Context: an optimization exercise on an open-source flow, tuned for small area. The choices shown serve that exercise and are no tape-out recipe. For this run, only the layout was checked, not whether the RTL still works.

`flow/design.v`:
```
`timescale 1ns / 1ps
module dff (
input logic clk, enable, 
input logic [15:0] inData,
output logic [15:0] outData
);
always_ff @(posedge clk)
begin
    if(enable)
        outData <= inData;
end
endmodule
`timescale 1ns / 1ps
(* use_dsp = "yes" *)
module filter (
input logic clk, enable,
input logic signed [15:0] inData,
output logic signed [15:0] outData
);
logic signed [15:0] b [0:31];
localparam logic [511:0] B_INIT = {16'h0063, 16'h008a, 16'h00da, 16'h0162, 16'h022c, 16'h033f, 16'h0499, 16'h0633, 
            16'h07ff, 16'h09e8, 16'h0bd4, 16'h0da9, 16'h0f4b, 16'h109e, 16'h118e, 16'h120a, 
            16'h120a, 16'h118e, 16'h109e, 16'h0f4b, 16'h0da9, 16'h0bd4, 16'h09e8, 16'h07ff, 
            16'h0633, 16'h0499, 16'h033f, 16'h022c, 16'h0162, 16'h00da, 16'h008a, 16'h0063};
genvar k;
generate
    for (k=0; k<32; k++)
        begin: Coef_Block
            assign b[k] = B_INIT[511-16*k -: 16];
        end
endgenerate
logic signed [15:0] x [0:31];
logic signed [31:0] mul [0:31];
logic signed [32:0] sumInt1 [0:7];
logic signed [33:0] sumInt2 [0:1];
logic signed [34:0] sum;
genvar i;
dff DFF(clk, enable, inData, x[0]);
generate
    for (i=1; i<32; i++) 
        begin: FlipFlop_Block
            dff DFF(clk, enable, x[i-1], x[i]);
        end
endgenerate
always @(posedge clk)
begin
    for(int i=0;i<32;i++)
        mul[i] <= x[i]*b[i];
end
always @(posedge clk)
begin
    sumInt1[0] <= mul[0]+mul[1]+mul[2]+mul[3];
    sumInt1[1] <= mul[4]+mul[5]+mul[6]+mul[7];
    sumInt1[2] <= mul[8]+mul[9]+mul[10]+mul[11];
    sumInt1[3] <= mul[12]+mul[13]+mul[14]+mul[15];
    sumInt1[4] <= mul[16]+mul[17]+mul[18]+mul[19];
    sumInt1[5] <= mul[20]+mul[21]+mul[22]+mul[23];
    sumInt1[6] <= mul[24]+mul[25]+mul[26]+mul[27];
    sumInt1[7] <= mul[28]+mul[29]+mul[30]+mul[31];
end
always @(posedge clk)
begin
    sumInt2[0] <= sumInt1[0]+sumInt1[1]+sumInt1[2]+sumInt1[3];
    sumInt2[1] <= sumInt1[4]+sumInt1[5]+sumInt1[6]+sumInt1[7];
end
always @(posedge clk)
begin
    sum <= sumInt2[0]+sumInt2[1];
end
assign outData = sum[31:16];
endmodule
```
`flow/constraint.sdc`:
```
create_clock -name core_clock -period 6.5 [get_ports {clk}]
set_input_delay 1.3000 -clock core_clock [delete_from_list [all_inputs] [get_ports {clk}]]
set_output_delay 1.3000 -clock core_clock [all_outputs]
set_load 0.01 [all_outputs]
```
`flow/run.sh`:
```
#!/bin/bash
# synth_recipe.tcl (not shown) runs the flow's synth.tcl, then flattens the netlist and writes it again
# the make line also repeats each setting of config.mk as NAME=value (left out here)
make -C /OpenROAD-flow-scripts/flow DESIGN_CONFIG=/design/flow/config.mk WORK_HOME=/design/flow/orfs CLKGATE_MAP_FILE= SYNTH_SCRIPT=/design/flow/synth_recipe.tcl finish
```
`flow/config.mk`:
```
export PLATFORM = sky130hd
export DESIGN_NAME = filter
export DESIGN_NICKNAME = filter
export VERILOG_FILES = /design/flow/design.v
export SDC_FILE = /design/flow/constraint.sdc
export NUM_CORES = 4
export LEC_CHECK = 0
export CAP_MARGIN = 20
export CORE_MARGIN = 2
export CORE_UTILIZATION = 45
export SLEW_MARGIN = 20
```
==> metrics.md <==
| Metric | Value |
|---|---|
| Worst setup path class | `reg2reg` |
| Initial drt markers | `5023` |
| CP max stage cell | `fa_1` |
| Commonest cells after routing, fill and taps aside | `inv_1 (3475), ha_1 (2878), fa_1 (2237), dfxtp_1 (1198), xnor2_1 (829)` |
| Most common cell after layout, fill and taps aside | `inv_1` |
| Placed wire-length estimate | `320500 µm` |
| Rows | `222` |
| Layout cells sized above 1 | `3.426%` |
| Clk sinks | `1710` |
| Cells after Synth | `15380` |
| Synth Register Bits | `1710` |
| Asr flop ratio synth | `0%` |
| # fillers | `33420` |
| Slew HR | `24.37%` |
| Final Wtd Congestion | `0.8765` |
| CP Capture Type | `flop` |
| Sequential cell area | `39360 µm²` |
| Family with the most delay on the worst path | `adder cells` |
| Reg2Reg Capture Point | `mul[23][27]$_DFF_P_` |
| CP Depth | `20` |
| RSZ-0062 raised after global routing | `false` |
| Root buf cell | `clkbuf_16` |
| Synth Cell Area | `165700 µm²` |
| Fin area | `179400 µm²` |
| Slew Limit Fails | `0` |
| Reg2reg start | `FlipFlop_Block[23].DFF.outData[5]$_DFFE_PP_` |
| Total GRT Usage | `21.21%` |
| Yosys Warn Count | `11` |
| Multi-input gate area | `113100 µm²` |
| Total number of vias | `102800` |
| DRC viols | `0` |
| Worst Path Buf+Inv | `4` |
| Pin count of the biggest net entering global routing | `130` |
| R2r worst-path depth | `20` |
| Max Clock Freq | `168.9 MHz` |
| Clock slew at reported path FFs | `0.06 ns` |
| Via count of the first global-routing pass | `108600` |
| Yosys cell types | `88` |
| Avg Vias per Cell | `4.981` |
| Least-Margin Pin Slew | `1.135 ns` |
| Reg2Reg Setup Slack | `0.58 ns` |
| WHS | `0.3271 ns` |
| Final hold vios | `0` |
| Startpoint types | `flop` |
| Clock Latency Late Sink | `0.92 ns` |
| Routed wire length per instance | `18.54 µm` |
| Worst Clk Skew | `0.05534 ns` |
| Main synth FF type | `dfxtp_1` |
| Non-Filler Instances | `20640` |
| Width of the die | `610.7 µm` |
| First-pass GRT wire length | `617200 µm` |
| Min Tclk post-route | `5.922 ns` |
| Die H | `610.7 µm` |
| # setup viols final | `0` |
| Max Cap Viol | `0` |
| Worst Path Max Fanout | `6` |
| Final setup TNS | `0 ns` |
| Remaining Overflow, GRT | `0` |
| H-tree levels | `4` |
| Synthesized area per cell | `10.77 µm²` |
| CTS tree | `built` |
| Placed cell areas | `172300 µm²` |
| Area grow syn2layout | `8.307%` |
| Beginning of the worst hold path | `mul[0][0]$_DFF_P_` |
| Most used cell, CP | `fa_1` |
| Sequential share of the synthesized area | `23.76%` |
| Critical Path RT | `7.33 ns` |
| CP peak stage delay | `0.68 ns` |
| Worst EP arrival | `6.75 ns` |
| Clk buf depth | `4` |
| Worst Hold Endpoint | `sumInt1[0][0]$_DFF_P_` |
| Io pins | `34` |
| First-pass detailed-route iteration total | `5` |
| CTS Buf Count | `208` |
| Min-Delay Path Class | `reg2reg` |
| Final cycle utilization of the critical path | `91.11%` |
| Core area | `366100 µm²` |
| Full die area | `373000 µm²` |
| Final antenna-violating net count | `0` |
| Postcts setup bufs | `0` |
| Hold Crit Depth | `0` |
| Final nets | `20780` |
| Final WL | `382800 µm` |
| Outcome | `timing/DRC/antenna clean` |
| Starting Density | `45.25%` |
| Post-synth EDFFs | `512` |
| Port bufs | `33` |
| Crit-path cells | `inv_1 > fa_1 > fa_1 > fa_1 > inv_1 > fa_1 > inv_1 > fa_1 > inv_1 > ha_1 > a21o_1 > a21oi_1 > a21bo_2 > a31oi_1 > o41ai_2 > o21ai_0 > o41ai_2 > o21ai_0 > a21oi_1 > xor2_1` |
| Synthesized Nets | `20510` |
| Initial antenna violation count | `17` |
| Placed Cells incl. Taps | `20250` |
[metal layers]
layer,vias up,GRT usage (%),part of all wire [%]
li1,50500,-,-
met4,2,4.509,2.3
met3,373,2.249,3.7
met1,50540,30.20,48
met2,1414,34.89,46
met5,-,0,0.0034
[metrics by stage]
stage	utilization, %	setup slack [ns]
floorplan	-	1.013
global placement	47.07	0.4332
detailed placement	47.07	0.5110
CTS	49.00	0.4482
global route	49.01	0.1654
finish	49.01	0.5779
[worst register-to-register path: stages (launching register included)]
cell      delay, ns
edfxtp_1       0.40
inv_1          0.14
fa_1           0.68
fa_1           0.48
fa_1           0.55
inv_1          0.05
fa_1           0.47
inv_1          0.07
fa_1           0.49
inv_1          0.05
ha_1           0.36
a21o_1         0.19
a21oi_1        0.19
a21bo_2        0.17
a31oi_1        0.17
o41ai_2        0.31
o21ai_0        0.22
o41ai_2        0.35
o21ai_0        0.16
a21oi_1        0.19
xor2_1         0.16
[how the worst max path moves through the flow]
stage | startpoint | endpoint | slack, ns
after floorplan | FlipFlop_Block[23].DFF.outData[4]$_DFFE_PP_ | mul[23][27]$_DFF_P_ | 1.01
after global placement | FlipFlop_Block[23].DFF.outData[5]$_DFFE_PP_ | mul[23][27]$_DFF_P_ | 0.43
after detailed placement | FlipFlop_Block[23].DFF.outData[5]$_DFFE_PP_ | mul[23][27]$_DFF_P_ | 0.51
after CTS | FlipFlop_Block[23].DFF.outData[5]$_DFFE_PP_ | mul[23][27]$_DFF_P_ | 0.45
after global routing | FlipFlop_Block[23].DFF.outData[5]$_DFFE_PP_ | mul[23][27]$_DFF_P_ | 0.17
final | FlipFlop_Block[23].DFF.outData[5]$_DFFE_PP_ | mul[23][27]$_DFF_P_ | 0.58
[synthesized netlist by cell type, drive strengths merged, types with 17 or more instances]
library cell / n / area share [%]
o41ai: 25 / 0.20
edfxtp: 512 / 9.3
o2111ai: 19 / 0.10
a21boi: 28 / 0.13
nand3: 152 / 0.46
clkbuf: 27 / 0.061
and2: 40 / 0.15
or3: 75 / 0.28
ha: 2878 / 22
a211oi: 78 / 0.36
or2: 53 / 0.20
o21a: 99 / 0.45
xnor2: 829 / 4.4
a21oi: 688 / 2.1
nand2: 375 / 0.85
a311oi: 17 / 0.094
dfxtp: 1198 / 14
inv: 3475 / 7.9
o21bai: 120 / 0.54
a21o: 281 / 1.3
o31ai: 31 / 0.15
a31o: 31 / 0.16
nor4: 19 / 0.072
nor2: 518 / 1.2
o211ai: 55 / 0.25
o21ai: 377 / 1.1
a31oi: 93 / 0.35
nor3: 178 / 0.54
mux2i: 38 / 0.23
nor2b: 109 / 0.41
xor2: 251 / 1.3
nand4: 36 / 0.14
nand2b: 98 / 0.37
fa: 2237 / 27
a2111oi: 23 / 0.14
and3: 114 / 0.43
[registers in the layout (all words and copies together), names as in the netlist]
register                    flops
FlipFlop_Block.DFF.outData    496
sumInt1                       256
mul                           862
sum                            16
DFF.outData                    16
sumInt2                        64
[kinds of logic after synthesis]
logic type      Yosys count  share of synthesized area, %
simple gates           1815                         5.313
fa+ha+maj              5115                         48.77
compound gates         2097                         8.161
flops                  1710                         23.76
xor+xnor               1080                         5.710
buf+inv                3508                         7.949
mux                      54                        0.3384
[what timing repair did]
| item | CTS | global route |
|---|---|---|
| resized for setup | 0 | 1 |
| setup endpoints to repair | 0 | 1 |
| hold buffers | 0 | 0 |
[layout make-up]
| cell class | instances | share of cell area, % |
|---|---|---|
| repair buffers | 84 | 0.4212 |
| inverters | 3478 | 7.276 |
| clock inverters | 117 | 0.6165 |
| flip-flops and latches | 1710 | 21.94 |
| well taps | 4816 | 3.359 |
| diodes | 6 | 0.008368 |
| multi-input cells | 10160 | 63.06 |
| clock buffers | 271 | 3.324 |

separate check: timing with driven ports:
No port has a modelled driver above. Below, the same layout with a new extraction and two added sets of constraints. Step 1, drivers: a clkbuf_16 drives clk and a buf_2 each remaining input, both assumed. Step 2, shift: input delay + t, output delay - t, t = (earliest + latest rising clock arrival at the registers) / 2. This alone moves slack from input paths to output paths. Slacks: ideal ports / drivers / drivers and shift; pairs: ideal ports / drivers.
shift t [ns]: 1.000
setup WS [ns]: 0.578 / 0.578 / 0.578
worst setup path at the end: register to register
worst register clock-pin slew, ns: 0.07 / 0.07
After both steps this run still meets setup and hold. For this run, drivers alone change the setup slack by 0.000 ns; drivers and shift together by 0.000 ns.
